Background: an optimization exercise with open tools, aiming at small area, a short achievable clock period and few clock cycles. Do not read the settings as production practice.
In this exercise RTL edits were held to simulation tests only and were not proved equivalent to the original.
Power and IR drop assume default switching activity.

[design.v]
`timescale 1ns / 1ps
module fmultiplier(
    input  wire        clk,
    input  wire        rst,
    input  wire        valid,       
    input  wire [31:0] a,
    input  wire [31:0] b,
    output reg  [31:0] z,
    output reg         out_valid    
);
    function automatic [4:0] msb23(input [22:0] x);
        integer i;
        begin
            msb23 = 5'd0;
            for (i = 0; i < 23; i = i + 1)
                if (x[i]) msb23 = i[4:0];
        end
    endfunction
    function automatic [4:0] tz24(input [23:0] x);
        integer i;
        reg found;
        begin
            tz24 = 5'd24;
            found = 1'b0;
            for (i = 0; i < 24; i = i + 1)
                if (!found && x[i]) begin
                    tz24 = i[4:0];
                    found = 1'b1;
                end
        end
    endfunction
    wire        sa = a[31], sb = b[31];
    wire [7:0]  ea = a[30:23], eb = b[30:23];
    wire [22:0] fa = a[22:0], fb = b[22:0];
    wire a_ez = (ea == 8'h00), b_ez = (eb == 8'h00);
    wire a_eo = (ea == 8'hFF), b_eo = (eb == 8'hFF);
    wire a_fz = (fa == 23'd0), b_fz = (fb == 23'd0);
    wire a_nan  = a_eo & ~a_fz, b_nan  = b_eo & ~b_fz;
    wire a_inf  = a_eo &  a_fz, b_inf  = b_eo &  b_fz;
    wire a_zero = a_ez &  a_fz, b_zero = b_ez &  b_fz;
    wire is_nan  = a_nan | b_nan | (a_inf & b_zero) | (b_inf & a_zero);
    wire is_inf  = a_inf | b_inf;
    wire is_zero = a_zero | b_zero;
    wire [23:0] ma = {~a_ez, fa};
    wire [23:0] mb = {~b_ez, fb};
    wire [7:0]  xa = {ea[7:1], ea[0] | a_ez};
    wire [7:0]  xb = {eb[7:1], eb[0] | b_ez};
    wire [26:0] yb = {2'b00, mb, 1'b0};
    wire [12:0] bn;               
    wire [24:0] bm0, bm1, bm2, bm3, bm4, bm5, bm6, bm7, bm8, bm9, bm10, bm11, bm12;
    wire [24:0] bmx [0:12];
    genvar gi;
    generate
        for (gi = 0; gi < 13; gi = gi + 1) begin : g_booth
            wire d2 = yb[2*gi+2], d1 = yb[2*gi+1], d0 = yb[2*gi];
            wire one = d1 ^ d0;
            wire two = (d2 & ~d1 & ~d0) | (~d2 & d1 & d0);
            assign bn[gi] = d2 & ~(d1 & d0);
            assign bmx[gi] = (({25{one}} & {1'b0, ma}) | ({25{two}} & {ma, 1'b0})) ^ {25{bn[gi]}};
        end
    endgenerate
    assign bm0 = bmx[0];   assign bm1 = bmx[1];   assign bm2 = bmx[2];
    assign bm3 = bmx[3];   assign bm4 = bmx[4];   assign bm5 = bmx[5];
    assign bm6 = bmx[6];   assign bm7 = bmx[7];   assign bm8 = bmx[8];
    assign bm9 = bmx[9];   assign bm10 = bmx[10]; assign bm11 = bmx[11];
    assign bm12 = bmx[12];
    wire hs0, hc0;
    fmul_ha u_ha0 (.a(bn[8]), .b(bm0[16]), .s(hs0), .co(hc0));
    wire hs1, hc1;
    fmul_ha u_ha1 (.a(bm0[17]), .b(bm1[15]), .s(hs1), .co(hc1));
    wire fs0, fc0;
    fmul_fa u_fa0 (.a(bn[9]), .b(bm0[18]), .c(bm1[16]), .s(fs0), .co(fc0));
    wire hs2, hc2;
    fmul_ha u_ha2 (.a(bm2[14]), .b(bm3[12]), .s(hs2), .co(hc2));
    wire fs1, fc1;
    fmul_fa u_fa1 (.a(bm0[19]), .b(bm1[17]), .c(bm2[15]), .s(fs1), .co(fc1));
    wire hs3, hc3;
    fmul_ha u_ha3 (.a(bm3[13]), .b(bm4[11]), .s(hs3), .co(hc3));
    wire fs2, fc2;
    fmul_fa u_fa2 (.a(bn[10]), .b(bm0[20]), .c(bm1[18]), .s(fs2), .co(fc2));
    wire fs3, fc3;
    fmul_fa u_fa3 (.a(bm2[16]), .b(bm3[14]), .c(bm4[12]), .s(fs3), .co(fc3));
    wire hs4, hc4;
    fmul_ha u_ha4 (.a(bm5[10]), .b(bm6[8]), .s(hs4), .co(hc4));
    wire fs4, fc4;
    fmul_fa u_fa4 (.a(bm0[21]), .b(bm1[19]), .c(bm2[17]), .s(fs4), .co(fc4));
    wire fs5, fc5;
    fmul_fa u_fa5 (.a(bm3[15]), .b(bm4[13]), .c(bm5[11]), .s(fs5), .co(fc5));
    wire hs5, hc5;
    fmul_ha u_ha5 (.a(bm6[9]), .b(bm7[7]), .s(hs5), .co(hc5));
    wire fs6, fc6;
    fmul_fa u_fa6 (.a(bn[11]), .b(bm0[22]), .c(bm1[20]), .s(fs6), .co(fc6));
    wire fs7, fc7;
    fmul_fa u_fa7 (.a(bm2[18]), .b(bm3[16]), .c(bm4[14]), .s(fs7), .co(fc7));
    wire fs8, fc8;
    fmul_fa u_fa8 (.a(bm5[12]), .b(bm6[10]), .c(bm7[8]), .s(fs8), .co(fc8));
    wire hs6, hc6;
    fmul_ha u_ha6 (.a(bm8[6]), .b(bm9[4]), .s(hs6), .co(hc6));
    wire fs9, fc9;
    fmul_fa u_fa9 (.a(bm0[23]), .b(bm1[21]), .c(bm2[19]), .s(fs9), .co(fc9));
    wire fs10, fc10;
    fmul_fa u_fa10 (.a(bm3[17]), .b(bm4[15]), .c(bm5[13]), .s(fs10), .co(fc10));
    wire fs11, fc11;
    fmul_fa u_fa11 (.a(bm6[11]), .b(bm7[9]), .c(bm8[7]), .s(fs11), .co(fc11));
    wire hs7, hc7;
    fmul_ha u_ha7 (.a(bm9[5]), .b(bm10[3]), .s(hs7), .co(hc7));
    wire fs12, fc12;
    fmul_fa u_fa12 (.a(bm0[24]), .b(bm1[22]), .c(bm2[20]), .s(fs12), .co(fc12));
    wire fs13, fc13;
    fmul_fa u_fa13 (.a(bm3[18]), .b(bm4[16]), .c(bm5[14]), .s(fs13), .co(fc13));
    wire fs14, fc14;
    fmul_fa u_fa14 (.a(bm6[12]), .b(bm7[10]), .c(bm8[8]), .s(fs14), .co(fc14));
    wire fs15, fc15;
    fmul_fa u_fa15 (.a(bm9[6]), .b(bm10[4]), .c(bm11[2]), .s(fs15), .co(fc15));
    wire fs16, fc16;
    fmul_fa u_fa16 (.a(bn[0]), .b(bm1[23]), .c(bm2[21]), .s(fs16), .co(fc16));
    wire fs17, fc17;
    fmul_fa u_fa17 (.a(bm3[19]), .b(bm4[17]), .c(bm5[15]), .s(fs17), .co(fc17));
    wire fs18, fc18;
    fmul_fa u_fa18 (.a(bm6[13]), .b(bm7[11]), .c(bm8[9]), .s(fs18), .co(fc18));
    wire fs19, fc19;
    fmul_fa u_fa19 (.a(bm9[7]), .b(bm10[5]), .c(bm11[3]), .s(fs19), .co(fc19));
    wire fs20, fc20;
    fmul_fa u_fa20 (.a(bn[0]), .b(bm1[24]), .c(bm2[22]), .s(fs20), .co(fc20));
    wire fs21, fc21;
    fmul_fa u_fa21 (.a(bm3[20]), .b(bm4[18]), .c(bm5[16]), .s(fs21), .co(fc21));
    wire fs22, fc22;
    fmul_fa u_fa22 (.a(bm6[14]), .b(bm7[12]), .c(bm8[10]), .s(fs22), .co(fc22));
    wire fs23, fc23;
    fmul_fa u_fa23 (.a(bm9[8]), .b(bm10[6]), .c(bm11[4]), .s(fs23), .co(fc23));
    wire fs24, fc24;
    fmul_fa u_fa24 (.a(~bn[0]), .b(~bn[1]), .c(bm2[23]), .s(fs24), .co(fc24));
    wire fs25, fc25;
    fmul_fa u_fa25 (.a(bm3[21]), .b(bm4[19]), .c(bm5[17]), .s(fs25), .co(fc25));
    wire fs26, fc26;
    fmul_fa u_fa26 (.a(bm6[15]), .b(bm7[13]), .c(bm8[11]), .s(fs26), .co(fc26));
    wire fs27, fc27;
    fmul_fa u_fa27 (.a(bm9[9]), .b(bm10[7]), .c(bm11[5]), .s(fs27), .co(fc27));
    wire fs28, fc28;
    fmul_fa u_fa28 (.a(1'b1), .b(bm2[24]), .c(bm3[22]), .s(fs28), .co(fc28));
    wire fs29, fc29;
    fmul_fa u_fa29 (.a(bm4[20]), .b(bm5[18]), .c(bm6[16]), .s(fs29), .co(fc29));
    wire fs30, fc30;
    fmul_fa u_fa30 (.a(bm7[14]), .b(bm8[12]), .c(bm9[10]), .s(fs30), .co(fc30));
    wire hs8, hc8;
    fmul_ha u_ha8 (.a(bm10[8]), .b(bm11[6]), .s(hs8), .co(hc8));
    wire fs31, fc31;
    fmul_fa u_fa31 (.a(~bn[2]), .b(bm3[23]), .c(bm4[21]), .s(fs31), .co(fc31));
    wire fs32, fc32;
    fmul_fa u_fa32 (.a(bm5[19]), .b(bm6[17]), .c(bm7[15]), .s(fs32), .co(fc32));
    wire fs33, fc33;
    fmul_fa u_fa33 (.a(bm8[13]), .b(bm9[11]), .c(bm10[9]), .s(fs33), .co(fc33));
    wire fs34, fc34;
    fmul_fa u_fa34 (.a(1'b1), .b(bm3[24]), .c(bm4[22]), .s(fs34), .co(fc34));
    wire fs35, fc35;
    fmul_fa u_fa35 (.a(bm5[20]), .b(bm6[18]), .c(bm7[16]), .s(fs35), .co(fc35));
    wire hs9, hc9;
    fmul_ha u_ha9 (.a(bm8[14]), .b(bm9[12]), .s(hs9), .co(hc9));
    wire fs36, fc36;
    fmul_fa u_fa36 (.a(~bn[3]), .b(bm4[23]), .c(bm5[21]), .s(fs36), .co(fc36));
    wire fs37, fc37;
    fmul_fa u_fa37 (.a(bm6[19]), .b(bm7[17]), .c(bm8[15]), .s(fs37), .co(fc37));
    wire fs38, fc38;
    fmul_fa u_fa38 (.a(1'b1), .b(bm4[24]), .c(bm5[22]), .s(fs38), .co(fc38));
    wire hs10, hc10;
    fmul_ha u_ha10 (.a(bm6[20]), .b(bm7[18]), .s(hs10), .co(hc10));
    wire fs39, fc39;
    fmul_fa u_fa39 (.a(~bn[4]), .b(bm5[23]), .c(bm6[21]), .s(fs39), .co(fc39));
    wire hs11, hc11;
    fmul_ha u_ha11 (.a(1'b1), .b(bm5[24]), .s(hs11), .co(hc11));
    wire hs12, hc12;
    fmul_ha u_ha12 (.a(bn[5]), .b(bm0[10]), .s(hs12), .co(hc12));
    wire hs13, hc13;
    fmul_ha u_ha13 (.a(bm0[11]), .b(bm1[9]), .s(hs13), .co(hc13));
    wire fs40, fc40;
    fmul_fa u_fa40 (.a(bn[6]), .b(bm0[12]), .c(bm1[10]), .s(fs40), .co(fc40));
    wire hs14, hc14;
    fmul_ha u_ha14 (.a(bm2[8]), .b(bm3[6]), .s(hs14), .co(hc14));
    wire fs41, fc41;
    fmul_fa u_fa41 (.a(bm0[13]), .b(bm1[11]), .c(bm2[9]), .s(fs41), .co(fc41));
    wire hs15, hc15;
    fmul_ha u_ha15 (.a(bm3[7]), .b(bm4[5]), .s(hs15), .co(hc15));
    wire fs42, fc42;
    fmul_fa u_fa42 (.a(bn[7]), .b(bm0[14]), .c(bm1[12]), .s(fs42), .co(fc42));
    wire fs43, fc43;
    fmul_fa u_fa43 (.a(bm2[10]), .b(bm3[8]), .c(bm4[6]), .s(fs43), .co(fc43));
    wire hs16, hc16;
    fmul_ha u_ha16 (.a(bm5[4]), .b(bm6[2]), .s(hs16), .co(hc16));
    wire fs44, fc44;
    fmul_fa u_fa44 (.a(bm0[15]), .b(bm1[13]), .c(bm2[11]), .s(fs44), .co(fc44));
    wire fs45, fc45;
    fmul_fa u_fa45 (.a(bm3[9]), .b(bm4[7]), .c(bm5[5]), .s(fs45), .co(fc45));
    wire hs17, hc17;
    fmul_ha u_ha17 (.a(bm6[3]), .b(bm7[1]), .s(hs17), .co(hc17));
    wire fs46, fc46;
    fmul_fa u_fa46 (.a(bm1[14]), .b(bm2[12]), .c(bm3[10]), .s(fs46), .co(fc46));
    wire fs47, fc47;
    fmul_fa u_fa47 (.a(bm4[8]), .b(bm5[6]), .c(bm6[4]), .s(fs47), .co(fc47));
    wire fs48, fc48;
    fmul_fa u_fa48 (.a(bm7[2]), .b(bm8[0]), .c(hs0), .s(fs48), .co(fc48));
    wire fs49, fc49;
    fmul_fa u_fa49 (.a(bm2[13]), .b(bm3[11]), .c(bm4[9]), .s(fs49), .co(fc49));
    wire fs50, fc50;
    fmul_fa u_fa50 (.a(bm5[7]), .b(bm6[5]), .c(bm7[3]), .s(fs50), .co(fc50));
    wire fs51, fc51;
    fmul_fa u_fa51 (.a(bm8[1]), .b(hc0), .c(hs1), .s(fs51), .co(fc51));
    wire fs52, fc52;
    fmul_fa u_fa52 (.a(bm4[10]), .b(bm5[8]), .c(bm6[6]), .s(fs52), .co(fc52));
    wire fs53, fc53;
    fmul_fa u_fa53 (.a(bm7[4]), .b(bm8[2]), .c(bm9[0]), .s(fs53), .co(fc53));
    wire fs54, fc54;
    fmul_fa u_fa54 (.a(hc1), .b(hs2), .c(fs0), .s(fs54), .co(fc54));
    wire fs55, fc55;
    fmul_fa u_fa55 (.a(bm5[9]), .b(bm6[7]), .c(bm7[5]), .s(fs55), .co(fc55));
    wire fs56, fc56;
    fmul_fa u_fa56 (.a(bm8[3]), .b(bm9[1]), .c(hc2), .s(fs56), .co(fc56));
    wire fs57, fc57;
    fmul_fa u_fa57 (.a(hs3), .b(fc0), .c(fs1), .s(fs57), .co(fc57));
    wire fs58, fc58;
    fmul_fa u_fa58 (.a(bm7[6]), .b(bm8[4]), .c(bm9[2]), .s(fs58), .co(fc58));
    wire fs59, fc59;
    fmul_fa u_fa59 (.a(bm10[0]), .b(hc3), .c(hs4), .s(fs59), .co(fc59));
    wire fs60, fc60;
    fmul_fa u_fa60 (.a(fc1), .b(fs2), .c(fs3), .s(fs60), .co(fc60));
    wire fs61, fc61;
    fmul_fa u_fa61 (.a(bm8[5]), .b(bm9[3]), .c(bm10[1]), .s(fs61), .co(fc61));
    wire fs62, fc62;
    fmul_fa u_fa62 (.a(hc4), .b(hs5), .c(fc2), .s(fs62), .co(fc62));
    wire fs63, fc63;
    fmul_fa u_fa63 (.a(fc3), .b(fs4), .c(fs5), .s(fs63), .co(fc63));
    wire fs64, fc64;
    fmul_fa u_fa64 (.a(bm10[2]), .b(bm11[0]), .c(hc5), .s(fs64), .co(fc64));
    wire fs65, fc65;
    fmul_fa u_fa65 (.a(hs6), .b(fc4), .c(fc5), .s(fs65), .co(fc65));
    wire fs66, fc66;
    fmul_fa u_fa66 (.a(fs6), .b(fs7), .c(fs8), .s(fs66), .co(fc66));
    wire fs67, fc67;
    fmul_fa u_fa67 (.a(bm11[1]), .b(hc6), .c(hs7), .s(fs67), .co(fc67));
    wire fs68, fc68;
    fmul_fa u_fa68 (.a(fc6), .b(fc7), .c(fc8), .s(fs68), .co(fc68));
    wire fs69, fc69;
    fmul_fa u_fa69 (.a(fs9), .b(fs10), .c(fs11), .s(fs69), .co(fc69));
    wire fs70, fc70;
    fmul_fa u_fa70 (.a(bm12[0]), .b(hc7), .c(fc9), .s(fs70), .co(fc70));
    wire fs71, fc71;
    fmul_fa u_fa71 (.a(fc10), .b(fc11), .c(fs12), .s(fs71), .co(fc71));
    wire fs72, fc72;
    fmul_fa u_fa72 (.a(fs13), .b(fs14), .c(fs15), .s(fs72), .co(fc72));
    wire fs73, fc73;
    fmul_fa u_fa73 (.a(bm12[1]), .b(fc12), .c(fc13), .s(fs73), .co(fc73));
    wire fs74, fc74;
    fmul_fa u_fa74 (.a(fc14), .b(fc15), .c(fs16), .s(fs74), .co(fc74));
    wire fs75, fc75;
    fmul_fa u_fa75 (.a(fs17), .b(fs18), .c(fs19), .s(fs75), .co(fc75));
    wire fs76, fc76;
    fmul_fa u_fa76 (.a(bm12[2]), .b(fc16), .c(fc17), .s(fs76), .co(fc76));
    wire fs77, fc77;
    fmul_fa u_fa77 (.a(fc18), .b(fc19), .c(fs20), .s(fs77), .co(fc77));
    wire fs78, fc78;
    fmul_fa u_fa78 (.a(fs21), .b(fs22), .c(fs23), .s(fs78), .co(fc78));
    wire fs79, fc79;
    fmul_fa u_fa79 (.a(bm12[3]), .b(fc20), .c(fc21), .s(fs79), .co(fc79));
    wire fs80, fc80;
    fmul_fa u_fa80 (.a(fc22), .b(fc23), .c(fs24), .s(fs80), .co(fc80));
    wire fs81, fc81;
    fmul_fa u_fa81 (.a(fs25), .b(fs26), .c(fs27), .s(fs81), .co(fc81));
    wire fs82, fc82;
    fmul_fa u_fa82 (.a(bm12[4]), .b(hs8), .c(fc24), .s(fs82), .co(fc82));
    wire fs83, fc83;
    fmul_fa u_fa83 (.a(fc25), .b(fc26), .c(fc27), .s(fs83), .co(fc83));
    wire fs84, fc84;
    fmul_fa u_fa84 (.a(fs28), .b(fs29), .c(fs30), .s(fs84), .co(fc84));
    wire fs85, fc85;
    fmul_fa u_fa85 (.a(bm11[7]), .b(bm12[5]), .c(hc8), .s(fs85), .co(fc85));
    wire fs86, fc86;
    fmul_fa u_fa86 (.a(fc28), .b(fc29), .c(fc30), .s(fs86), .co(fc86));
    wire fs87, fc87;
    fmul_fa u_fa87 (.a(fs31), .b(fs32), .c(fs33), .s(fs87), .co(fc87));
    wire fs88, fc88;
    fmul_fa u_fa88 (.a(bm10[10]), .b(bm11[8]), .c(bm12[6]), .s(fs88), .co(fc88));
    wire fs89, fc89;
    fmul_fa u_fa89 (.a(hs9), .b(fc31), .c(fc32), .s(fs89), .co(fc89));
    wire fs90, fc90;
    fmul_fa u_fa90 (.a(fc33), .b(fs34), .c(fs35), .s(fs90), .co(fc90));
    wire fs91, fc91;
    fmul_fa u_fa91 (.a(bm9[13]), .b(bm10[11]), .c(bm11[9]), .s(fs91), .co(fc91));
    wire fs92, fc92;
    fmul_fa u_fa92 (.a(bm12[7]), .b(hc9), .c(fc34), .s(fs92), .co(fc92));
    wire fs93, fc93;
    fmul_fa u_fa93 (.a(fc35), .b(fs36), .c(fs37), .s(fs93), .co(fc93));
    wire fs94, fc94;
    fmul_fa u_fa94 (.a(bm8[16]), .b(bm9[14]), .c(bm10[12]), .s(fs94), .co(fc94));
    wire fs95, fc95;
    fmul_fa u_fa95 (.a(bm11[10]), .b(bm12[8]), .c(hs10), .s(fs95), .co(fc95));
    wire fs96, fc96;
    fmul_fa u_fa96 (.a(fc36), .b(fc37), .c(fs38), .s(fs96), .co(fc96));
    wire fs97, fc97;
    fmul_fa u_fa97 (.a(bm7[19]), .b(bm8[17]), .c(bm9[15]), .s(fs97), .co(fc97));
    wire fs98, fc98;
    fmul_fa u_fa98 (.a(bm10[13]), .b(bm11[11]), .c(bm12[9]), .s(fs98), .co(fc98));
    wire fs99, fc99;
    fmul_fa u_fa99 (.a(hc10), .b(fc38), .c(fs39), .s(fs99), .co(fc99));
    wire fs100, fc100;
    fmul_fa u_fa100 (.a(bm6[22]), .b(bm7[20]), .c(bm8[18]), .s(fs100), .co(fc100));
    wire fs101, fc101;
    fmul_fa u_fa101 (.a(bm9[16]), .b(bm10[14]), .c(bm11[12]), .s(fs101), .co(fc101));
    wire fs102, fc102;
    fmul_fa u_fa102 (.a(bm12[10]), .b(hs11), .c(fc39), .s(fs102), .co(fc102));
    wire fs103, fc103;
    fmul_fa u_fa103 (.a(~bn[5]), .b(bm6[23]), .c(bm7[21]), .s(fs103), .co(fc103));
    wire fs104, fc104;
    fmul_fa u_fa104 (.a(bm8[19]), .b(bm9[17]), .c(bm10[15]), .s(fs104), .co(fc104));
    wire fs105, fc105;
    fmul_fa u_fa105 (.a(bm11[13]), .b(bm12[11]), .c(hc11), .s(fs105), .co(fc105));
    wire fs106, fc106;
    fmul_fa u_fa106 (.a(1'b1), .b(bm6[24]), .c(bm7[22]), .s(fs106), .co(fc106));
    wire fs107, fc107;
    fmul_fa u_fa107 (.a(bm8[20]), .b(bm9[18]), .c(bm10[16]), .s(fs107), .co(fc107));
    wire hs18, hc18;
    fmul_ha u_ha18 (.a(bm11[14]), .b(bm12[12]), .s(hs18), .co(hc18));
    wire fs108, fc108;
    fmul_fa u_fa108 (.a(~bn[6]), .b(bm7[23]), .c(bm8[21]), .s(fs108), .co(fc108));
    wire fs109, fc109;
    fmul_fa u_fa109 (.a(bm9[19]), .b(bm10[17]), .c(bm11[15]), .s(fs109), .co(fc109));
    wire fs110, fc110;
    fmul_fa u_fa110 (.a(1'b1), .b(bm7[24]), .c(bm8[22]), .s(fs110), .co(fc110));
    wire hs19, hc19;
    fmul_ha u_ha19 (.a(bm9[20]), .b(bm10[18]), .s(hs19), .co(hc19));
    wire fs111, fc111;
    fmul_fa u_fa111 (.a(~bn[7]), .b(bm8[23]), .c(bm9[21]), .s(fs111), .co(fc111));
    wire hs20, hc20;
    fmul_ha u_ha20 (.a(1'b1), .b(bm8[24]), .s(hs20), .co(hc20));
    wire hs21, hc21;
    fmul_ha u_ha21 (.a(bn[3]), .b(bm0[6]), .s(hs21), .co(hc21));
    wire hs22, hc22;
    fmul_ha u_ha22 (.a(bm0[7]), .b(bm1[5]), .s(hs22), .co(hc22));
    wire fs112, fc112;
    fmul_fa u_fa112 (.a(bn[4]), .b(bm0[8]), .c(bm1[6]), .s(fs112), .co(fc112));
    wire hs23, hc23;
    fmul_ha u_ha23 (.a(bm2[4]), .b(bm3[2]), .s(hs23), .co(hc23));
    wire fs113, fc113;
    fmul_fa u_fa113 (.a(bm0[9]), .b(bm1[7]), .c(bm2[5]), .s(fs113), .co(fc113));
    wire hs24, hc24;
    fmul_ha u_ha24 (.a(bm3[3]), .b(bm4[1]), .s(hs24), .co(hc24));
    wire fs114, fc114;
    fmul_fa u_fa114 (.a(bm1[8]), .b(bm2[6]), .c(bm3[4]), .s(fs114), .co(fc114));
    wire fs115, fc115;
    fmul_fa u_fa115 (.a(bm4[2]), .b(bm5[0]), .c(hs12), .s(fs115), .co(fc115));
    wire fs116, fc116;
    fmul_fa u_fa116 (.a(bm2[7]), .b(bm3[5]), .c(bm4[3]), .s(fs116), .co(fc116));
    wire fs117, fc117;
    fmul_fa u_fa117 (.a(bm5[1]), .b(hc12), .c(hs13), .s(fs117), .co(fc117));
    wire fs118, fc118;
    fmul_fa u_fa118 (.a(bm4[4]), .b(bm5[2]), .c(bm6[0]), .s(fs118), .co(fc118));
    wire fs119, fc119;
    fmul_fa u_fa119 (.a(hc13), .b(hs14), .c(fs40), .s(fs119), .co(fc119));
    wire fs120, fc120;
    fmul_fa u_fa120 (.a(bm5[3]), .b(bm6[1]), .c(hc14), .s(fs120), .co(fc120));
    wire fs121, fc121;
    fmul_fa u_fa121 (.a(hs15), .b(fc40), .c(fs41), .s(fs121), .co(fc121));
    wire fs122, fc122;
    fmul_fa u_fa122 (.a(bm7[0]), .b(hc15), .c(hs16), .s(fs122), .co(fc122));
    wire fs123, fc123;
    fmul_fa u_fa123 (.a(fc41), .b(fs42), .c(fs43), .s(fs123), .co(fc123));
    wire fs124, fc124;
    fmul_fa u_fa124 (.a(hc16), .b(hs17), .c(fc42), .s(fs124), .co(fc124));
    wire fs125, fc125;
    fmul_fa u_fa125 (.a(fc43), .b(fs44), .c(fs45), .s(fs125), .co(fc125));
    wire fs126, fc126;
    fmul_fa u_fa126 (.a(hc17), .b(fc44), .c(fc45), .s(fs126), .co(fc126));
    wire fs127, fc127;
    fmul_fa u_fa127 (.a(fs46), .b(fs47), .c(fs48), .s(fs127), .co(fc127));
    wire fs128, fc128;
    fmul_fa u_fa128 (.a(fc46), .b(fc47), .c(fs49), .s(fs128), .co(fc128));
    wire fs129, fc129;
    fmul_fa u_fa129 (.a(fs50), .b(fc48), .c(fs51), .s(fs129), .co(fc129));
    wire fs130, fc130;
    fmul_fa u_fa130 (.a(fc49), .b(fc50), .c(fs52), .s(fs130), .co(fc130));
    wire fs131, fc131;
    fmul_fa u_fa131 (.a(fs53), .b(fc51), .c(fs54), .s(fs131), .co(fc131));
    wire fs132, fc132;
    fmul_fa u_fa132 (.a(fc52), .b(fc53), .c(fs55), .s(fs132), .co(fc132));
    wire fs133, fc133;
    fmul_fa u_fa133 (.a(fs56), .b(fc54), .c(fs57), .s(fs133), .co(fc133));
    wire fs134, fc134;
    fmul_fa u_fa134 (.a(fc55), .b(fs58), .c(fc56), .s(fs134), .co(fc134));
    wire fs135, fc135;
    fmul_fa u_fa135 (.a(fs59), .b(fc57), .c(fs60), .s(fs135), .co(fc135));
    wire fs136, fc136;
    fmul_fa u_fa136 (.a(fc58), .b(fs61), .c(fc59), .s(fs136), .co(fc136));
    wire fs137, fc137;
    fmul_fa u_fa137 (.a(fc60), .b(fs62), .c(fs63), .s(fs137), .co(fc137));
    wire fs138, fc138;
    fmul_fa u_fa138 (.a(fc61), .b(fs64), .c(fc62), .s(fs138), .co(fc138));
    wire fs139, fc139;
    fmul_fa u_fa139 (.a(fc63), .b(fs65), .c(fs66), .s(fs139), .co(fc139));
    wire fs140, fc140;
    fmul_fa u_fa140 (.a(fc64), .b(fs67), .c(fc65), .s(fs140), .co(fc140));
    wire fs141, fc141;
    fmul_fa u_fa141 (.a(fc66), .b(fs68), .c(fs69), .s(fs141), .co(fc141));
    wire fs142, fc142;
    fmul_fa u_fa142 (.a(fc67), .b(fc68), .c(fc69), .s(fs142), .co(fc142));
    wire fs143, fc143;
    fmul_fa u_fa143 (.a(fs70), .b(fs71), .c(fs72), .s(fs143), .co(fc143));
    wire fs144, fc144;
    fmul_fa u_fa144 (.a(fc70), .b(fc71), .c(fc72), .s(fs144), .co(fc144));
    wire fs145, fc145;
    fmul_fa u_fa145 (.a(fs73), .b(fs74), .c(fs75), .s(fs145), .co(fc145));
    wire fs146, fc146;
    fmul_fa u_fa146 (.a(fc73), .b(fc74), .c(fc75), .s(fs146), .co(fc146));
    wire fs147, fc147;
    fmul_fa u_fa147 (.a(fs76), .b(fs77), .c(fs78), .s(fs147), .co(fc147));
    wire fs148, fc148;
    fmul_fa u_fa148 (.a(fc76), .b(fc77), .c(fc78), .s(fs148), .co(fc148));
    wire fs149, fc149;
    fmul_fa u_fa149 (.a(fs79), .b(fs80), .c(fs81), .s(fs149), .co(fc149));
    wire fs150, fc150;
    fmul_fa u_fa150 (.a(fc79), .b(fc80), .c(fc81), .s(fs150), .co(fc150));
    wire fs151, fc151;
    fmul_fa u_fa151 (.a(fs82), .b(fs83), .c(fs84), .s(fs151), .co(fc151));
    wire fs152, fc152;
    fmul_fa u_fa152 (.a(fs85), .b(fc82), .c(fc83), .s(fs152), .co(fc152));
    wire fs153, fc153;
    fmul_fa u_fa153 (.a(fc84), .b(fs86), .c(fs87), .s(fs153), .co(fc153));
    wire fs154, fc154;
    fmul_fa u_fa154 (.a(fs88), .b(fc85), .c(fc86), .s(fs154), .co(fc154));
    wire fs155, fc155;
    fmul_fa u_fa155 (.a(fc87), .b(fs89), .c(fs90), .s(fs155), .co(fc155));
    wire fs156, fc156;
    fmul_fa u_fa156 (.a(fc88), .b(fs91), .c(fc89), .s(fs156), .co(fc156));
    wire fs157, fc157;
    fmul_fa u_fa157 (.a(fc90), .b(fs92), .c(fs93), .s(fs157), .co(fc157));
    wire fs158, fc158;
    fmul_fa u_fa158 (.a(fc91), .b(fs94), .c(fs95), .s(fs158), .co(fc158));
    wire fs159, fc159;
    fmul_fa u_fa159 (.a(fc92), .b(fc93), .c(fs96), .s(fs159), .co(fc159));
    wire fs160, fc160;
    fmul_fa u_fa160 (.a(fc94), .b(fs97), .c(fs98), .s(fs160), .co(fc160));
    wire fs161, fc161;
    fmul_fa u_fa161 (.a(fc95), .b(fc96), .c(fs99), .s(fs161), .co(fc161));
    wire fs162, fc162;
    fmul_fa u_fa162 (.a(fc97), .b(fc98), .c(fs100), .s(fs162), .co(fc162));
    wire fs163, fc163;
    fmul_fa u_fa163 (.a(fs101), .b(fc99), .c(fs102), .s(fs163), .co(fc163));
    wire fs164, fc164;
    fmul_fa u_fa164 (.a(fc100), .b(fc101), .c(fs103), .s(fs164), .co(fc164));
    wire fs165, fc165;
    fmul_fa u_fa165 (.a(fs104), .b(fs105), .c(fc102), .s(fs165), .co(fc165));
    wire fs166, fc166;
    fmul_fa u_fa166 (.a(hs18), .b(fc103), .c(fc104), .s(fs166), .co(fc166));
    wire fs167, fc167;
    fmul_fa u_fa167 (.a(fs106), .b(fs107), .c(fc105), .s(fs167), .co(fc167));
    wire fs168, fc168;
    fmul_fa u_fa168 (.a(bm12[13]), .b(hc18), .c(fc106), .s(fs168), .co(fc168));
    wire fs169, fc169;
    fmul_fa u_fa169 (.a(fc107), .b(fs108), .c(fs109), .s(fs169), .co(fc169));
    wire fs170, fc170;
    fmul_fa u_fa170 (.a(bm11[16]), .b(bm12[14]), .c(hs19), .s(fs170), .co(fc170));
    wire fs171, fc171;
    fmul_fa u_fa171 (.a(fc108), .b(fc109), .c(fs110), .s(fs171), .co(fc171));
    wire fs172, fc172;
    fmul_fa u_fa172 (.a(bm10[19]), .b(bm11[17]), .c(bm12[15]), .s(fs172), .co(fc172));
    wire fs173, fc173;
    fmul_fa u_fa173 (.a(hc19), .b(fc110), .c(fs111), .s(fs173), .co(fc173));
    wire fs174, fc174;
    fmul_fa u_fa174 (.a(bm9[22]), .b(bm10[20]), .c(bm11[18]), .s(fs174), .co(fc174));
    wire fs175, fc175;
    fmul_fa u_fa175 (.a(bm12[16]), .b(hs20), .c(fc111), .s(fs175), .co(fc175));
    wire fs176, fc176;
    fmul_fa u_fa176 (.a(~bn[8]), .b(bm9[23]), .c(bm10[21]), .s(fs176), .co(fc176));
    wire fs177, fc177;
    fmul_fa u_fa177 (.a(bm11[19]), .b(bm12[17]), .c(hc20), .s(fs177), .co(fc177));
    wire fs178, fc178;
    fmul_fa u_fa178 (.a(1'b1), .b(bm9[24]), .c(bm10[22]), .s(fs178), .co(fc178));
    wire hs25, hc25;
    fmul_ha u_ha25 (.a(bm11[20]), .b(bm12[18]), .s(hs25), .co(hc25));
    wire fs179, fc179;
    fmul_fa u_fa179 (.a(~bn[9]), .b(bm10[23]), .c(bm11[21]), .s(fs179), .co(fc179));
    wire hs26, hc26;
    fmul_ha u_ha26 (.a(1'b1), .b(bm10[24]), .s(hs26), .co(hc26));
    wire hs27, hc27;
    fmul_ha u_ha27 (.a(bn[2]), .b(bm0[4]), .s(hs27), .co(hc27));
    wire hs28, hc28;
    fmul_ha u_ha28 (.a(bm0[5]), .b(bm1[3]), .s(hs28), .co(hc28));
    wire fs180, fc180;
    fmul_fa u_fa180 (.a(bm1[4]), .b(bm2[2]), .c(bm3[0]), .s(fs180), .co(fc180));
    wire fs181, fc181;
    fmul_fa u_fa181 (.a(bm2[3]), .b(bm3[1]), .c(hc21), .s(fs181), .co(fc181));
    wire fs182, fc182;
    fmul_fa u_fa182 (.a(bm4[0]), .b(hc22), .c(hs23), .s(fs182), .co(fc182));
    wire fs183, fc183;
    fmul_fa u_fa183 (.a(hc23), .b(hs24), .c(fc112), .s(fs183), .co(fc183));
    wire fs184, fc184;
    fmul_fa u_fa184 (.a(hc24), .b(fc113), .c(fs114), .s(fs184), .co(fc184));
    wire fs185, fc185;
    fmul_fa u_fa185 (.a(fc114), .b(fs116), .c(fc115), .s(fs185), .co(fc185));
    wire fs186, fc186;
    fmul_fa u_fa186 (.a(fc116), .b(fs118), .c(fc117), .s(fs186), .co(fc186));
    wire fs187, fc187;
    fmul_fa u_fa187 (.a(fc118), .b(fs120), .c(fc119), .s(fs187), .co(fc187));
    wire fs188, fc188;
    fmul_fa u_fa188 (.a(fc120), .b(fs122), .c(fc121), .s(fs188), .co(fc188));
    wire fs189, fc189;
    fmul_fa u_fa189 (.a(fc122), .b(fc123), .c(fs124), .s(fs189), .co(fc189));
    wire fs190, fc190;
    fmul_fa u_fa190 (.a(fc124), .b(fc125), .c(fs126), .s(fs190), .co(fc190));
    wire fs191, fc191;
    fmul_fa u_fa191 (.a(fc126), .b(fs128), .c(fc127), .s(fs191), .co(fc191));
    wire fs192, fc192;
    fmul_fa u_fa192 (.a(fc128), .b(fs130), .c(fc129), .s(fs192), .co(fc192));
    wire fs193, fc193;
    fmul_fa u_fa193 (.a(fc130), .b(fs132), .c(fc131), .s(fs193), .co(fc193));
    wire fs194, fc194;
    fmul_fa u_fa194 (.a(fc132), .b(fs134), .c(fc133), .s(fs194), .co(fc194));
    wire fs195, fc195;
    fmul_fa u_fa195 (.a(fc134), .b(fs136), .c(fc135), .s(fs195), .co(fc195));
    wire fs196, fc196;
    fmul_fa u_fa196 (.a(fc136), .b(fs138), .c(fc137), .s(fs196), .co(fc196));
    wire fs197, fc197;
    fmul_fa u_fa197 (.a(fc138), .b(fs140), .c(fc139), .s(fs197), .co(fc197));
    wire fs198, fc198;
    fmul_fa u_fa198 (.a(fc140), .b(fc141), .c(fs142), .s(fs198), .co(fc198));
    wire fs199, fc199;
    fmul_fa u_fa199 (.a(fc142), .b(fc143), .c(fs144), .s(fs199), .co(fc199));
    wire fs200, fc200;
    fmul_fa u_fa200 (.a(fc144), .b(fc145), .c(fs146), .s(fs200), .co(fc200));
    wire fs201, fc201;
    fmul_fa u_fa201 (.a(fc146), .b(fc147), .c(fs148), .s(fs201), .co(fc201));
    wire fs202, fc202;
    fmul_fa u_fa202 (.a(fc148), .b(fc149), .c(fs150), .s(fs202), .co(fc202));
    wire fs203, fc203;
    fmul_fa u_fa203 (.a(fc150), .b(fs152), .c(fc151), .s(fs203), .co(fc203));
    wire fs204, fc204;
    fmul_fa u_fa204 (.a(fc152), .b(fs154), .c(fc153), .s(fs204), .co(fc204));
    wire fs205, fc205;
    fmul_fa u_fa205 (.a(fc154), .b(fs156), .c(fc155), .s(fs205), .co(fc205));
    wire fs206, fc206;
    fmul_fa u_fa206 (.a(fs158), .b(fc156), .c(fc157), .s(fs206), .co(fc206));
    wire fs207, fc207;
    fmul_fa u_fa207 (.a(fs160), .b(fc158), .c(fc159), .s(fs207), .co(fc207));
    wire fs208, fc208;
    fmul_fa u_fa208 (.a(fc160), .b(fs162), .c(fc161), .s(fs208), .co(fc208));
    wire fs209, fc209;
    fmul_fa u_fa209 (.a(fc162), .b(fs164), .c(fc163), .s(fs209), .co(fc209));
    wire fs210, fc210;
    fmul_fa u_fa210 (.a(fc164), .b(fs166), .c(fs167), .s(fs210), .co(fc210));
    wire fs211, fc211;
    fmul_fa u_fa211 (.a(fc166), .b(fs168), .c(fs169), .s(fs211), .co(fc211));
    wire fs212, fc212;
    fmul_fa u_fa212 (.a(fs170), .b(fc168), .c(fc169), .s(fs212), .co(fc212));
    wire fs213, fc213;
    fmul_fa u_fa213 (.a(fs172), .b(fc170), .c(fc171), .s(fs213), .co(fc213));
    wire fs214, fc214;
    fmul_fa u_fa214 (.a(fc172), .b(fs174), .c(fc173), .s(fs214), .co(fc214));
    wire fs215, fc215;
    fmul_fa u_fa215 (.a(fc174), .b(fs176), .c(fs177), .s(fs215), .co(fc215));
    wire fs216, fc216;
    fmul_fa u_fa216 (.a(hs25), .b(fc176), .c(fs178), .s(fs216), .co(fc216));
    wire fs217, fc217;
    fmul_fa u_fa217 (.a(bm12[19]), .b(hc25), .c(fc178), .s(fs217), .co(fc217));
    wire fs218, fc218;
    fmul_fa u_fa218 (.a(bm11[22]), .b(bm12[20]), .c(hs26), .s(fs218), .co(fc218));
    wire fs219, fc219;
    fmul_fa u_fa219 (.a(~bn[10]), .b(bm11[23]), .c(bm12[21]), .s(fs219), .co(fc219));
    wire hs29, hc29;
    fmul_ha u_ha29 (.a(1'b1), .b(bm11[24]), .s(hs29), .co(hc29));
    wire hs30, hc30;
    fmul_ha u_ha30 (.a(bn[1]), .b(bm0[2]), .s(hs30), .co(hc30));
    wire hs31, hc31;
    fmul_ha u_ha31 (.a(bm0[3]), .b(bm1[1]), .s(hs31), .co(hc31));
    wire fs220, fc220;
    fmul_fa u_fa220 (.a(bm1[2]), .b(bm2[0]), .c(hs27), .s(fs220), .co(fc220));
    wire fs221, fc221;
    fmul_fa u_fa221 (.a(bm2[1]), .b(hc27), .c(hs28), .s(fs221), .co(fc221));
    wire fs222, fc222;
    fmul_fa u_fa222 (.a(hc28), .b(hs21), .c(fs180), .s(fs222), .co(fc222));
    wire fs223, fc223;
    fmul_fa u_fa223 (.a(hs22), .b(fc180), .c(fs181), .s(fs223), .co(fc223));
    wire fs224, fc224;
    fmul_fa u_fa224 (.a(fs112), .b(fc181), .c(fs182), .s(fs224), .co(fc224));
    wire fs225, fc225;
    fmul_fa u_fa225 (.a(fs113), .b(fc182), .c(fs183), .s(fs225), .co(fc225));
    wire fs226, fc226;
    fmul_fa u_fa226 (.a(fs115), .b(fc183), .c(fs184), .s(fs226), .co(fc226));
    wire fs227, fc227;
    fmul_fa u_fa227 (.a(fs117), .b(fc184), .c(fs185), .s(fs227), .co(fc227));
    wire fs228, fc228;
    fmul_fa u_fa228 (.a(fs119), .b(fc185), .c(fs186), .s(fs228), .co(fc228));
    wire fs229, fc229;
    fmul_fa u_fa229 (.a(fs121), .b(fc186), .c(fs187), .s(fs229), .co(fc229));
    wire fs230, fc230;
    fmul_fa u_fa230 (.a(fs123), .b(fc187), .c(fs188), .s(fs230), .co(fc230));
    wire fs231, fc231;
    fmul_fa u_fa231 (.a(fs125), .b(fc188), .c(fs189), .s(fs231), .co(fc231));
    wire fs232, fc232;
    fmul_fa u_fa232 (.a(fs127), .b(fc189), .c(fs190), .s(fs232), .co(fc232));
    wire fs233, fc233;
    fmul_fa u_fa233 (.a(fs129), .b(fc190), .c(fs191), .s(fs233), .co(fc233));
    wire fs234, fc234;
    fmul_fa u_fa234 (.a(fs131), .b(fc191), .c(fs192), .s(fs234), .co(fc234));
    wire fs235, fc235;
    fmul_fa u_fa235 (.a(fs133), .b(fc192), .c(fs193), .s(fs235), .co(fc235));
    wire fs236, fc236;
    fmul_fa u_fa236 (.a(fs135), .b(fc193), .c(fs194), .s(fs236), .co(fc236));
    wire fs237, fc237;
    fmul_fa u_fa237 (.a(fs137), .b(fc194), .c(fs195), .s(fs237), .co(fc237));
    wire fs238, fc238;
    fmul_fa u_fa238 (.a(fs139), .b(fc195), .c(fs196), .s(fs238), .co(fc238));
    wire fs239, fc239;
    fmul_fa u_fa239 (.a(fs141), .b(fc196), .c(fs197), .s(fs239), .co(fc239));
    wire fs240, fc240;
    fmul_fa u_fa240 (.a(fs143), .b(fc197), .c(fs198), .s(fs240), .co(fc240));
    wire fs241, fc241;
    fmul_fa u_fa241 (.a(fs145), .b(fc198), .c(fs199), .s(fs241), .co(fc241));
    wire fs242, fc242;
    fmul_fa u_fa242 (.a(fs147), .b(fc199), .c(fs200), .s(fs242), .co(fc242));
    wire fs243, fc243;
    fmul_fa u_fa243 (.a(fs149), .b(fc200), .c(fs201), .s(fs243), .co(fc243));
    wire fs244, fc244;
    fmul_fa u_fa244 (.a(fs151), .b(fc201), .c(fs202), .s(fs244), .co(fc244));
    wire fs245, fc245;
    fmul_fa u_fa245 (.a(fs153), .b(fc202), .c(fs203), .s(fs245), .co(fc245));
    wire fs246, fc246;
    fmul_fa u_fa246 (.a(fs155), .b(fc203), .c(fs204), .s(fs246), .co(fc246));
    wire fs247, fc247;
    fmul_fa u_fa247 (.a(fs157), .b(fc204), .c(fs205), .s(fs247), .co(fc247));
    wire fs248, fc248;
    fmul_fa u_fa248 (.a(fs159), .b(fc205), .c(fs206), .s(fs248), .co(fc248));
    wire fs249, fc249;
    fmul_fa u_fa249 (.a(fs161), .b(fc206), .c(fs207), .s(fs249), .co(fc249));
    wire fs250, fc250;
    fmul_fa u_fa250 (.a(fs163), .b(fc207), .c(fs208), .s(fs250), .co(fc250));
    wire fs251, fc251;
    fmul_fa u_fa251 (.a(fs165), .b(fs209), .c(fc208), .s(fs251), .co(fc251));
    wire fs252, fc252;
    fmul_fa u_fa252 (.a(fc165), .b(fs210), .c(fc209), .s(fs252), .co(fc252));
    wire fs253, fc253;
    fmul_fa u_fa253 (.a(fc167), .b(fs211), .c(fc210), .s(fs253), .co(fc253));
    wire fs254, fc254;
    fmul_fa u_fa254 (.a(fs171), .b(fc211), .c(fs212), .s(fs254), .co(fc254));
    wire fs255, fc255;
    fmul_fa u_fa255 (.a(fs173), .b(fc212), .c(fs213), .s(fs255), .co(fc255));
    wire fs256, fc256;
    fmul_fa u_fa256 (.a(fs175), .b(fc213), .c(fs214), .s(fs256), .co(fc256));
    wire fs257, fc257;
    fmul_fa u_fa257 (.a(fc175), .b(fs215), .c(fc214), .s(fs257), .co(fc257));
    wire fs258, fc258;
    fmul_fa u_fa258 (.a(fc177), .b(fs216), .c(fc215), .s(fs258), .co(fc258));
    wire fs259, fc259;
    fmul_fa u_fa259 (.a(fs179), .b(fc216), .c(fs217), .s(fs259), .co(fc259));
    wire fs260, fc260;
    fmul_fa u_fa260 (.a(fc179), .b(fs218), .c(fc217), .s(fs260), .co(fc260));
    wire fs261, fc261;
    fmul_fa u_fa261 (.a(hc26), .b(fs219), .c(fc218), .s(fs261), .co(fc261));
    wire fs262, fc262;
    fmul_fa u_fa262 (.a(bm12[22]), .b(hs29), .c(fc219), .s(fs262), .co(fc262));
    wire fs263, fc263;
    fmul_fa u_fa263 (.a(~bn[11]), .b(bm12[23]), .c(hc29), .s(fs263), .co(fc263));
    wire [47:0] s_row = {fs263, fs262, fs261, fc259, fs259, fs258, fs257, fc255, fc254, fs254, fs253, fs252, fc250, fc249, fc248, fc247, fc246, fc245, fc244, fc243, fc242, fc241, fc240, fc239, fc238, fc237, fc236, fc235, fc234, fc233, fc232, fc231, fc230, fc229, fc228, fc227, fc226, fc225, fc224, fc223, fc222, fc221, fc220, hc31, hc30, bm1[0], bm0[1], bn[0]};
    wire [47:0] c_row = {fc262, fc261, fc260, fs260, fc258, fc257, fc256, fs256, fs255, fc253, fc252, fc251, fs251, fs250, fs249, fs248, fs247, fs246, fs245, fs244, fs243, fs242, fs241, fs240, fs239, fs238, fs237, fs236, fs235, fs234, fs233, fs232, fs231, fs230, fs229, fs228, fs227, fs226, fs225, fs224, fs223, fs222, fs221, fs220, hs31, hs30, 1'b0, bm0[0]};
    wire [4:0]  ka  = msb23(fa), kb = msb23(fb);    
    wire [5:0]  tzs = tz24(ma) + tz24(mb);          
    wire [8:0]  xs  = {1'b0, xa} + {1'b0, xb};
    wire signed [10:0] u_nn = $signed({2'b00, xs}) - 11'sd128;
    wire signed [10:0] u_an = $signed({3'b000, xb}) + $signed({6'd0, ka}) - 11'sd150;
    wire signed [10:0] u_bn = $signed({3'b000, xa}) + $signed({6'd0, kb}) - 11'sd150;
    wire signed [10:0] u  = a_ez ? u_an : (b_ez ? u_bn : u_nn);
    wire        nrm = ~u[10];                       
    wire [4:0]  t1  = a_ez ? ka : (b_ez ? kb : 5'd23);    
    wire signed [10:0] t2 = 11'sd151 - $signed({2'b00, xs});    
    wire        t2big = (xs < 9'd88);               
    wire [5:0]  t2c = t2big ? 6'd63 : t2[5:0];
    wire [5:0]  tsh = nrm ? {1'b0, t1} : t2c;       
    wire [7:0]  e_0 = nrm ? u[7:0] : 8'd0;          
    wire        st1 = nrm ? (tzs < {1'b0, t1}) : (t2big | (tzs < t2[5:0]));
    wire        st0 = nrm ? (tzs + 6'd1 < {1'b0, t1}) : (t2big | (tzs + 6'd1 < t2[5:0]));
    wire        ovf_hi = nrm & (u >= 11'sd254);
    wire        ovf_eq = nrm & (u == 11'sd253);
    wire        special = is_nan | is_inf | is_zero;
    wire        slow = ~special & (a_ez | b_ez | u_nn[10]);
    localparam K = 16;
    wire [K:0]  p_lo = {1'b0, s_row[K-1:0]} + {1'b0, c_row[K-1:0]};
    reg [47:K] r_s, r_c;
    reg [K-1:0] r_plo;
    reg        r_cy;
    reg [5:0]  r_tsh;
    reg [7:0]  r_e0;
    reg        r_st1, r_st0, r_ovh, r_ove, r_sz, r_nan, r_inf, r_zero, r_slow;
    reg        r_v1;              
    reg        r_v2;              
    reg [47:22] r_q;              
    wire        hold = r_v1 & r_slow;
    always @(posedge clk) begin
        r_s    <= s_row[47:K];
        r_c    <= c_row[47:K];
        r_plo  <= p_lo[K-1:0];
        r_cy   <= p_lo[K];
        r_tsh  <= tsh;
    end
    always @(posedge clk) begin
        if (!hold) begin
            r_e0   <= e_0;
            r_st1  <= st1;
            r_st0  <= st0;
            r_ovh  <= ovf_hi & ~is_zero;
            r_ove  <= ovf_eq & ~is_zero;
            r_sz   <= sa ^ sb;
            r_nan  <= is_nan;
            r_inf  <= is_inf;
            r_zero <= is_zero;
            r_slow <= slow;
        end
    end
    always @(posedge clk or posedge rst) begin
        if (rst) begin
            r_v1 <= 1'b0;
            r_v2 <= 1'b0;
        end else begin
            r_v1 <= valid;
            r_v2 <= r_v1 & r_slow;
        end
    end
    wire [47:K] p_hi = r_s + r_c + {{(47-K){1'b0}}, r_cy};
    wire [47:0] p = {p_hi, r_plo};
    wire [70:0] x  = {p, 23'd0};
    wire [70:0] qx = x >> r_tsh;
    always @(posedge clk) r_q <= qx[47:22];
    wire [47:22] q = r_v2 ? r_q : p[47:22];
    wire [7:0]  e_1 = r_e0 + 8'd1;
    wire [7:0]  e_2 = r_e0 + 8'd2;
    wire        inc_h = q[23] & (r_st1 | q[24]);
    wire [30:0] pk_h0 = {e_2, q[46:24]};
    wire [30:0] pk_h1 = pk_h0 + 31'd1;
    wire [30:0] pk_h  = inc_h ? pk_h1 : pk_h0;
    wire        inc_l = q[22] & (r_st0 | q[23]);
    wire [30:0] pk_l0 = {(q[46] ? e_1 : r_e0), q[45:23]};
    wire [30:0] pk_l1 = pk_l0 + 31'd1;
    wire [30:0] pk_l  = inc_l ? pk_l1 : pk_l0;
    wire [30:0] pk    = q[47] ? pk_h : pk_l;
    wire        ovf   = r_ovh | (r_ove & q[47]);
    always @(*) out_valid = (r_v1 & ~r_slow) | r_v2;
    always @(*) begin
        if (r_nan)
            z = 32'h7FC0_0000;
        else if (r_inf | ovf)
            z = {r_sz, 8'hFF, 23'd0};
        else if (r_zero)
            z = {r_sz, 31'd0};
        else
            z = {r_sz, pk};
    end
endmodule
module fmul_fa(input wire a, input wire b, input wire c, output wire s, output wire co);
    assign s  = a ^ b ^ c;
    assign co = (a & b) | (a & c) | (b & c);
endmodule
module fmul_ha(input wire a, input wire b, output wire s, output wire co);
    assign s  = a ^ b;
    assign co = a & b;
endmodule
[flow/run.sh]
#!/bin/bash
# Standard layout, with the ports buffered by buf cells instead of the delay
# buffer that buffer_ports picks by default.
export BUFFER_PORTS_ARGS="-buffer_cell sky130_fd_sc_hd__buf_2"
bash standard.sh > standard.log 2>&1
[standard.sh]
#!/bin/bash
# synth_recipe.tcl (not shown) runs the flow's synth.tcl, then flattens the netlist and writes it again
# the make line also repeats each setting of config.mk as NAME=value (left out here)
make -C /OpenROAD-flow-scripts/flow DESIGN_CONFIG=/design/flow/config.mk WORK_HOME=/design/flow/orfs CLKGATE_MAP_FILE= SYNTH_SCRIPT=/design/flow/synth_recipe.tcl "${@:-finish}"
[config.mk]
export PLATFORM = sky130hd
export DESIGN_NAME = fmultiplier
export DESIGN_NICKNAME = fmultiplier
export VERILOG_FILES = /design/flow/design.v
export SDC_FILE = /design/flow/constraint.sdc
export NUM_CORES = 4
export LEC_CHECK = 0
export ABC_AREA = 1
export CAP_MARGIN = 20
export CORE_MARGIN = 2
export CORE_UTILIZATION = 40
export PLACE_DENSITY = 0.6
export SETUP_SLACK_MARGIN = 3.5
export SLEW_MARGIN = 20
export SYNTH_HIERARCHICAL = 1
[constraint.sdc]
create_clock -name core_clock -period 10.0 [get_ports {clk}]
set_input_delay 2.0000 -clock core_clock [delete_from_list [all_inputs] [get_ports {clk}]]
set_output_delay 2.0000 -clock core_clock [all_outputs]
set_load 0.01 [all_outputs]
==> results.txt, run 1 <==
Power Density: 383 mW/mm²
Post-synthesis sequential area ratio: 0.110
Area leader, netlist: fa_1
Nets: 4073
Port bufs: 99
Max Cap Viol: 0
Clock root cell: clkbuf_16
H-Tree Depth: 4
Most frequent cells in the layout: 662 x nand2_1, 337 x xor2_1, 319 x inv_1
CTS Buffer Depth: 2
Worst-Skew Late Latency: 0.46 ns
Mean post-synth cell area: 7.20 µm²
RePlAce Congestion: 0.963
Critical-path cell list: inv_1 > fa_1 > inv_2 > fa_2 > nand2_1 > o21ai_2 > nand2_1 > nand2_2 > nand2_1 > nand3_2 > o21ai_4 > inv_2 > ha_2 > inv_1 > nor2_1 > inv_2 > a21oi_4 > nand2_4 > nor2_2 > a21oi_1 > o21ai_0 > o21ai_0 > nor2_1 > buf_2
CP peak stage delay: 0.39 ns
Cell area after synthesis: 0.0257 mm²
Grt total ovfl: 0
Commonest non-fill, non-tap cell in the layout: nand2_1
Layout area overhead: 8.56%
Critical path type: reg -> out
Fillers: 6624
Post-Route WL: 92.8 mm
Placeable Area: 0.0633 mm²
Final Hold Fails: 0
Critical path required time: 8.00 ns
Starting DRC count in detailed routing: 2608
Initial antenna violation count: 3
WL/cell: 20.9 µm
Fin area: 0.0279 mm²
EDFF count, synth: 17
Via count: 25100
Final setup violation count: 0
Yosys top cell area share: 0.210
Synth area leaders: fa_1 21%, xor2_1 11%, nand2_1 9.7%
Final Max Tran Viols: 0
Clk slew on worst S/H paths: 0.07 ns
Number of placed I/O pins: 100
CP Data Arrival Time: 4.25 ns
CP Max Fanout: 5
CP top delay family: simple AND/OR/NAND/NOR gates
Total Routing Usage GR: 0.276
First-pass GRT wire length: 143 mm
Share of cells above drive strength 1: 0.106
Asr flop ratio synth: 0.0152
Min Tclk post-route: 6.25 ns
Relative slew margins: 0.222
Detailed placer's ending HPWL: 68.9 mm
Critical Path Sink Type: output port
Clock Skew: 0.0161 ns
# hold bufs at CTS: 0
Initial Util: 0.406
Via-to-Cell Ratio: 5.66
Clk sink count: 132
Setup_tns: 0 ns
CP bufs+invs: 6
Top FF cell, synth: dfxtp_1
Synthesized flop and latch total: 132
Die height: 258 µm
Yosys warns: 7
Vias in the first global route: 24500
Pleak: 12.8 nW
Max IR drop VDD: 0.253 mV
Pre-antenna DRT Iters: 6
Max frequency: 160 MHz
Die ar.: 0.0663 mm²
CTS tree: yes
RSZ-0062 raised after global routing: true
Tcrit/Tclk final: 0.625
Status: complete, no violations
Worst hold path class: reg -> reg
Post-DP Area: 0.0270 mm²
Num rows: 92
Yosys cell types: 63
Total CTS buffers: 17
Post-Syn Instances: 3572
Worst-margin pin slew: 1.16 ns
# DRC: 0
Setup crit start kind: flop
Post-DRT Antenna Nets: 0
Die width: 258 µm
CP max-delay cell: fa_1
Largest net degree at the start of global routing: 55
[kinds of logic (layout without fill, tap and decap cells)]
group | Yosys count | after routing | synth area share
AND/OR/NAND/NOR | 1392 | 1392 | 0.236
AO/OA/AOI/OAI | 696 | 696 | 0.160
buffers and inverters | 558 | 568 | 0.0826
adder cells (fa/ha/maj) | 428 | 428 | 0.287
XOR/XNOR | 355 | 355 | 0.121
flip-flops | 132 | 132 | 0.110
multiplexers | 10 | 10 | 0.00394
other | 1 | 12 | 0.000146
[metal layers]
metal	GRT usage	part of all wire	vias up
li1	-	-	11900
met4	0.117	0.040	0
met2	0.431	0.44	1210
met1	0.377	0.43	11900
met3	0.0485	0.084	205
met5	0	0	-
[state kept, by name, summed over array words and instances, names as in the netlist, 6 cells and up]
register and flops:
r_e0 8, r_q 26, r_plo 16, r_c 32, r_s 32, r_tsh 6
[per-stage QoR]
| stage | hold WS [ns] | util | power, mW | setup WS, ns | std cells |
|---|---|---|---|---|---|
| after global routing | 0.798 | 0.441 | 11.8 | 3.45 | 4439 |
| after floorplan | 0.490 | - | 7.20 | 4.05 | 3581 |
| after detailed placement | 0.750 | 0.426 | 9.81 | 2.85 | 4385 |
| after CTS | 0.758 | 0.436 | 10.5 | 3.49 | 4420 |
| final | 0.763 | 0.441 | 10.7 | 3.75 | 4439 |
| after global placement | 0.750 | 0.426 | 9.72 | 2.89 | 4385 |
[cell usage after synthesis, drive strengths merged (2+ instances only)]
master / number
o311ai: 2
a21o: 5
xnor2: 18
o22ai: 282
xor2: 337
ha: 158
nand4: 29
nor2: 326
edfxtp: 17
dfrtp: 2
a22oi: 3
dfxtp: 113
o31ai: 6
a221oi: 3
inv: 346
nand3b: 3
o221ai: 2
a21oi: 132
o211ai: 8
o21ai: 197
fa: 270
mux2i: 9
a22o: 4
o21a: 14
a211o: 2
clkinv: 25
or2: 22
a31oi: 9
a21boi: 6
o21bai: 14
nor4: 7
buf: 38
o2111ai: 2
nor3: 35
nand3: 274
clkbuf: 149
nand2: 694
[per-module statistics from Yosys (local to each module, per instance)]
module | times used | cells | flip-flops and latches | area, µm²
fmultiplier | 1 | 3276 | 132 | 20000
fmul_fa | 264 | 1 | 0 | 20.0
fmul_ha | 32 | 1 | 0 | 12.5
[what timing repair did]
item / CTS / global route
gates resized for setup: 9 / 36
pin swaps: 0 / 5
hold endpoints to repair: 0 / 0
setup endpoints to repair: 23 / 49
gates cloned: 0 / 3
setup buffers: 3 / 12
[report_power, final]
part | internal, mW | switching (mW)
logic | 3.25 | 5.79
clock network | 0.332 | 0.291
registers | 0.905 | 0.119
[layout make-up]
class	count	area, µm²	share of cell area
antenna	2	5.00	0.000179
clock buffer	17	425	0.0152
clock inverter	15	156	0.00560
inverter	371	1420	0.0509
multi-input combinational	2891	21000	0.753
sequential	132	2830	0.101
tap	846	1060	0.0379
timing repair buffer	162	1000	0.0359
timing repair inverter	3	15.0	0.000538
[final timing paths]
kind,start,to,slack (ns),cells past startpoint
min in group asynchronous,rst,r_v2,1.38,2
worst min-delay path,r_tsh[5],r_q[23],0.76,1
max in group asynchronous,rst,r_v1,8.51,2
worst max register to register,r_cy,r_q[41],6.45,22
worst min register to register,r_tsh[5],r_q[23],0.76,1
worst max-delay path,r_cy,z[10],3.75,24
Testbench counts, summed over its fixed seeds: cycles 16,137.
==> run 2, diff against run 1 <==
--- a/design.v
+++ b/design.v
@@ -672,8 +672,6 @@
     wire [5:0]  t2c = t2big ? 6'd63 : t2[5:0];
     wire [5:0]  tsh = nrm ? {1'b0, t1} : t2c;       
     wire [7:0]  e_0 = nrm ? u[7:0] : 8'd0;          
-    wire        st1 = nrm ? (tzs < {1'b0, t1}) : (t2big | (tzs < t2[5:0]));
-    wire        st0 = nrm ? (tzs + 6'd1 < {1'b0, t1}) : (t2big | (tzs + 6'd1 < t2[5:0]));
     wire        ovf_hi = nrm & (u >= 11'sd254);
     wire        ovf_eq = nrm & (u == 11'sd253);
     wire        special = is_nan | is_inf | is_zero;
@@ -684,8 +682,9 @@
     reg [K-1:0] r_plo;
     reg        r_cy;
     reg [5:0]  r_tsh;
+    reg [5:0]  r_tzs;
     reg [7:0]  r_e0;
-    reg        r_st1, r_st0, r_ovh, r_ove, r_sz, r_nan, r_inf, r_zero, r_slow;
+    reg        r_ovh, r_ove, r_sz, r_nan, r_inf, r_zero, r_slow;
     reg        r_v1;              
     reg        r_v2;              
     reg [47:22] r_q;              
@@ -695,13 +694,12 @@
         r_c    <= c_row[47:K];
         r_plo  <= p_lo[K-1:0];
         r_cy   <= p_lo[K];
-        r_tsh  <= tsh;
     end
     always @(posedge clk) begin
         if (!hold) begin
             r_e0   <= e_0;
-            r_st1  <= st1;
-            r_st0  <= st0;
+            r_tsh  <= tsh;
+            r_tzs  <= tzs;
             r_ovh  <= ovf_hi & ~is_zero;
             r_ove  <= ovf_eq & ~is_zero;
             r_sz   <= sa ^ sb;
@@ -728,11 +726,13 @@
     wire [47:22] q = r_v2 ? r_q : p[47:22];
     wire [7:0]  e_1 = r_e0 + 8'd1;
     wire [7:0]  e_2 = r_e0 + 8'd2;
-    wire        inc_h = q[23] & (r_st1 | q[24]);
+    wire        st1 = (r_tzs < r_tsh);
+    wire        st0 = (r_tzs + 6'd1 < r_tsh);
+    wire        inc_h = q[23] & (st1 | q[24]);
     wire [30:0] pk_h0 = {e_2, q[46:24]};
     wire [30:0] pk_h1 = pk_h0 + 31'd1;
     wire [30:0] pk_h  = inc_h ? pk_h1 : pk_h0;
-    wire        inc_l = q[22] & (r_st0 | q[23]);
+    wire        inc_l = q[22] & (st0 | q[23]);
     wire [30:0] pk_l0 = {(q[46] ? e_1 : r_e0), q[45:23]};
     wire [30:0] pk_l1 = pk_l0 + 31'd1;
     wire [30:0] pk_l  = inc_l ? pk_l1 : pk_l0;
--- a/config.mk
+++ b/config.mk
@@ -8,8 +8,8 @@
 export ABC_AREA = 1
 export CAP_MARGIN = 20
 export CORE_MARGIN = 2
-export CORE_UTILIZATION = 40
-export PLACE_DENSITY = 0.6
-export SETUP_SLACK_MARGIN = 3.5
+export CORE_UTILIZATION = 55
+export PLACE_DENSITY = 0.7
+export SETUP_SLACK_MARGIN = 4.0
 export SLEW_MARGIN = 20
 export SYNTH_HIERARCHICAL = 1
==> results.txt, run 2 <==
Status: complete, no violations
Reg-to-reg startpoint: r_cy
Clk sink count: 136 (+3.0%)
Layout area overhead: 10.9%
Yosys top cell area share: 0.207 (-0.00354)
WHS: 0.710 ns (-0.0535 ns)
Post-synth top cells: 740 x nand2_1, 370 x inv_1, 331 x xor2_1
# DRC: 0 (unchanged)
CP Data Arrival Time: 6.29 ns (+2.04 ns)
Min-Delay Path Depth: 2 (+1)
Commonest non-fill, non-tap cell in the layout: nand2_1
Int Pwr: 4.79 mW (+6.6%)
Worst-margin pin slew: 1.16 ns (-0.00399 ns)
Clk slew on worst S/H paths: 0.06 ns (about the same)
Total Routing Usage GR: 0.393 (+0.117)
Final setup violation count: 0 (unchanged)
Relative slew margins: 0.222 (-0.000278)
Psw: 6.76 mW (+9.1%)
Detailed placer's ending HPWL: 73.4 mm (+6.6%)
Final Max Tran Viols: 0 (unchanged)
First-pass GRT wire length: 149 mm (+4.4%)
Tcrit/Tclk final: 0.597 (-0.0278)
RePlAce Congestion: 0.998 (+3.6%)
Asr flop ratio synth: 0.0147 (-0.000446)
Synth area leaders: fa_1 21%, xor2_1 11%, nand2_1 11%
Slack of the worst reg-to-reg path: 6.49 ns (+0.04 ns)
Worst hold path class: reg -> reg
Pleak: 13.6 nW (+6.0%)
Nets: 4218 (+3.6%)
Worst-Skew Late Latency: 0.46 ns (about the same)
H-Tree Depth: 4 (unchanged)
WL/cell: 23.2 µm (+11%)
Post-DRT Antenna Nets: 0 (unchanged)
Yosys warns: 7 (unchanged)
Grt total ovfl: 0 (unchanged)
Die height: 222 µm (-14%)
CTS Buffer Depth: 2 (unchanged)
RSZ-0062 raised after global routing: true
Final Hold Fails: 0 (unchanged)
Critical path type: in -> reg
Post-synthesis sequential area ratio: 0.115 (+0.00504)
WHS Endpoint: r_q[47]
Pre-antenna DRT Iters: 8 (+2)
Total CTS buffers: 17 (unchanged)
Cell area after synthesis: 0.0262 mm² (+1.7%)
Via count: 27300 (+8.7%)
Max IR drop VDD: 0.309 mV (+22%)
# hold bufs at CTS: 0 (unchanged)
Placeable Area: 0.0468 mm² (-26%)
Post-Route WL: 101 mm (+9.0%)
Die ar.: 0.0493 mm² (-26%)
Largest net degree at the start of global routing: 54 (-1.8%)
Pre-CTS setup slack: 2.61 ns (-0.236 ns)
Post-Syn Instances: 3663 (+2.5%)
Setup_tns: 0 ns (unchanged)
CTS tree: yes
Clock root cell: clkbuf_16
R2R depth: 19 (-14%)
EDFF count, synth: 27 (+10)
Area leader, netlist: fa_1
Logic pwr share: 0.852 (+0.006)
Share of cells above drive strength 1: 0.143 (+0.0368)
Die width: 222 µm (-14%)
Largest regs: r_c: 32 flops, r_s: 32 flops, r_q: 26 flops
RR Endpoint: r_q[38]
Critical Path Sink Type: flop
Sequential share of power: 0.092 (-0.004)
Clock Skew: 0.0201 ns (+0.00406 ns)
Via-to-Cell Ratio: 6.28 (+11%)
Initial Util: 0.559 (+0.153)
Setup crit start kind: primary input
Synthesized flop and latch total: 136 (+3.0%)
Port bufs: 99 (unchanged)
Initial antenna violation count: 5 (+2)
Max Cap Viol: 0 (unchanged)
Critical path required time: 10.32 ns (+2.32 ns)
Max frequency: 168 MHz (+4.7%)
Most common cell in the netlist: nand2_1
CP Max Fanout: 11 (+6)
Mean post-synth cell area: 7.14 µm² (-0.81%)
Most frequent cells in the layout: 708 x nand2_1, 355 x inv_1, 331 x xor2_1
HP Start: r_tsh[5]
Top FF cell, synth: dfxtp_1
Clk network pwr share: 0.056 (-0.002)
Power Density: 398 mW/mm² (+4.1%)
Number of placed I/O pins: 100 (unchanged)
Worst setup margin: 4.03 ns (+0.278 ns)
Starting DRC count in detailed routing: 3247 (+25%)
Switch share: 0.586 (+0.00575)
Yosys cell types: 60 (-4.8%)
Min Tclk post-route: 5.97 ns (-0.278 ns)
Num rows: 79 (-14%)
Vias in the first global route: 25400 (+3.8%)
## run 2: cell count changes after synthesis, moves of 24 or more
cell | before | now
o21ai_0 | 171 | 142
nor2_1 | 285 | 260
nand2_1 | 664 | 740
a21oi_1 | 127 | 103
inv_1 | 323 | 370
nand3_1 | 268 | 327
## run 2: how the worst max path moves through the flow
stage                 start         to  slack (ns)  depth (start not counted)
global placement       a[1]   r_tsh[4]        2.71                         30
global route           b[5]  r_plo[14]        3.91                         20
floorplan              b[1]  r_plo[15]        4.00                         14
finish                b[19]    r_c[22]        4.03                         12
CTS                 r_s[18]      z[17]        3.96                         23
detailed placement     a[4]   r_tsh[4]        2.61                         29
## run 2: final cells by class
cell class / instances / area [µm²]
tap: 607 / 759
clock inverter: 14 / 134
clock buffer: 18 / 450
fill: 4376 / 17800
timing repair inverter: 10 / 62.6
inverter: 427 / 1680
sequential: 136 / 3010
antenna: 1 / 2.50
timing repair buffer: 214 / 1490
multi-input combinational: 2925 / 21400
## run 2: what timing repair did
action,in CTS,in global routing
resized for setup,39,148
cloned,1,14
pin swaps,9,32
setup endpoints to repair,80,71
buffers inserted,8,62
## run 2: cells by family after synthesis
group | Yosys count | synth area share
simple gates | 1515 | 0.257
compound gates | 615 | 0.139
buf+inv | 614 | 0.0892
fa+ha+maj | 420 | 0.278
xor+xnor | 354 | 0.119
flops | 136 | 0.115
mux | 8 | 0.00306
other cells | 1 | 0.000143
## run 2: per-module statistics from Yosys, one instance, submodules excluded
module / cells inside / copies in the design / flip-flops and latches
fmul_ha: 1 / 32 / 0
fmultiplier: 3367 / 1 / 136
fmul_fa: 1 / 264 / 0
## run 2: through the flow
step / total power [mW] / utilization / area (µm²) / cells
CTS: 10.9 / 0.596 / 27900 / 4274
global route: 12.6 / 0.620 / 29000 / 4351
finish: 11.5 / 0.620 / 29000 / 4352
global placement: 9.86 / 0.579 / 27100 / 4233
detailed placement: 10.1 / 0.579 / 27100 / 4233
floorplan: 7.33 / - / 26200 / 3672
## run 2: power groups by stage
| stage | sequential, mW | combinational (mW) | clock (mW) |
|---|---|---|---|
| 2_1_floorplan | 1.01 | 6.32 | 0 |
| 3_3_place_gp | 1.07 | 8.79 | 0 |
| 3_5_place_dp | 1.07 | 9.01 | 0 |
| 4_1_cts | 1.06 | 9.18 | 0.650 |
| 5_1_grt | 1.08 | 10.8 | 0.671 |
| 6_report | 1.07 | 9.84 | 0.643 |
## run 2: routing by layer
| layer | part of all wire | track usage | up-vias |
|---|---|---|---|
| li1 | - | - | 12200 |
| met1 | 0.39 | 0.520 | 12900 |
| met2 | 0.44 | 0.617 | 1810 |
| met3 | 0.12 | 0.0933 | 410 |
| met4 | 0.060 | 0.166 | 2 |
| met5 | 0.000099 | 0 | - |
## run 2: worst max-delay path: stages
cell        delay [ns]
buf_2             0.15
inv_1             0.15
nor2_1            0.16
inv_1             0.10
o21ai_1           0.45
clkinvlp_2        0.71
o22ai_1           0.36
xor2_1            0.22
fa_1              0.47
fa_1              0.47
fa_1              0.60
fa_1              0.44
Testbench counts of run 2, summed over its fixed seeds: cycles 16,137.
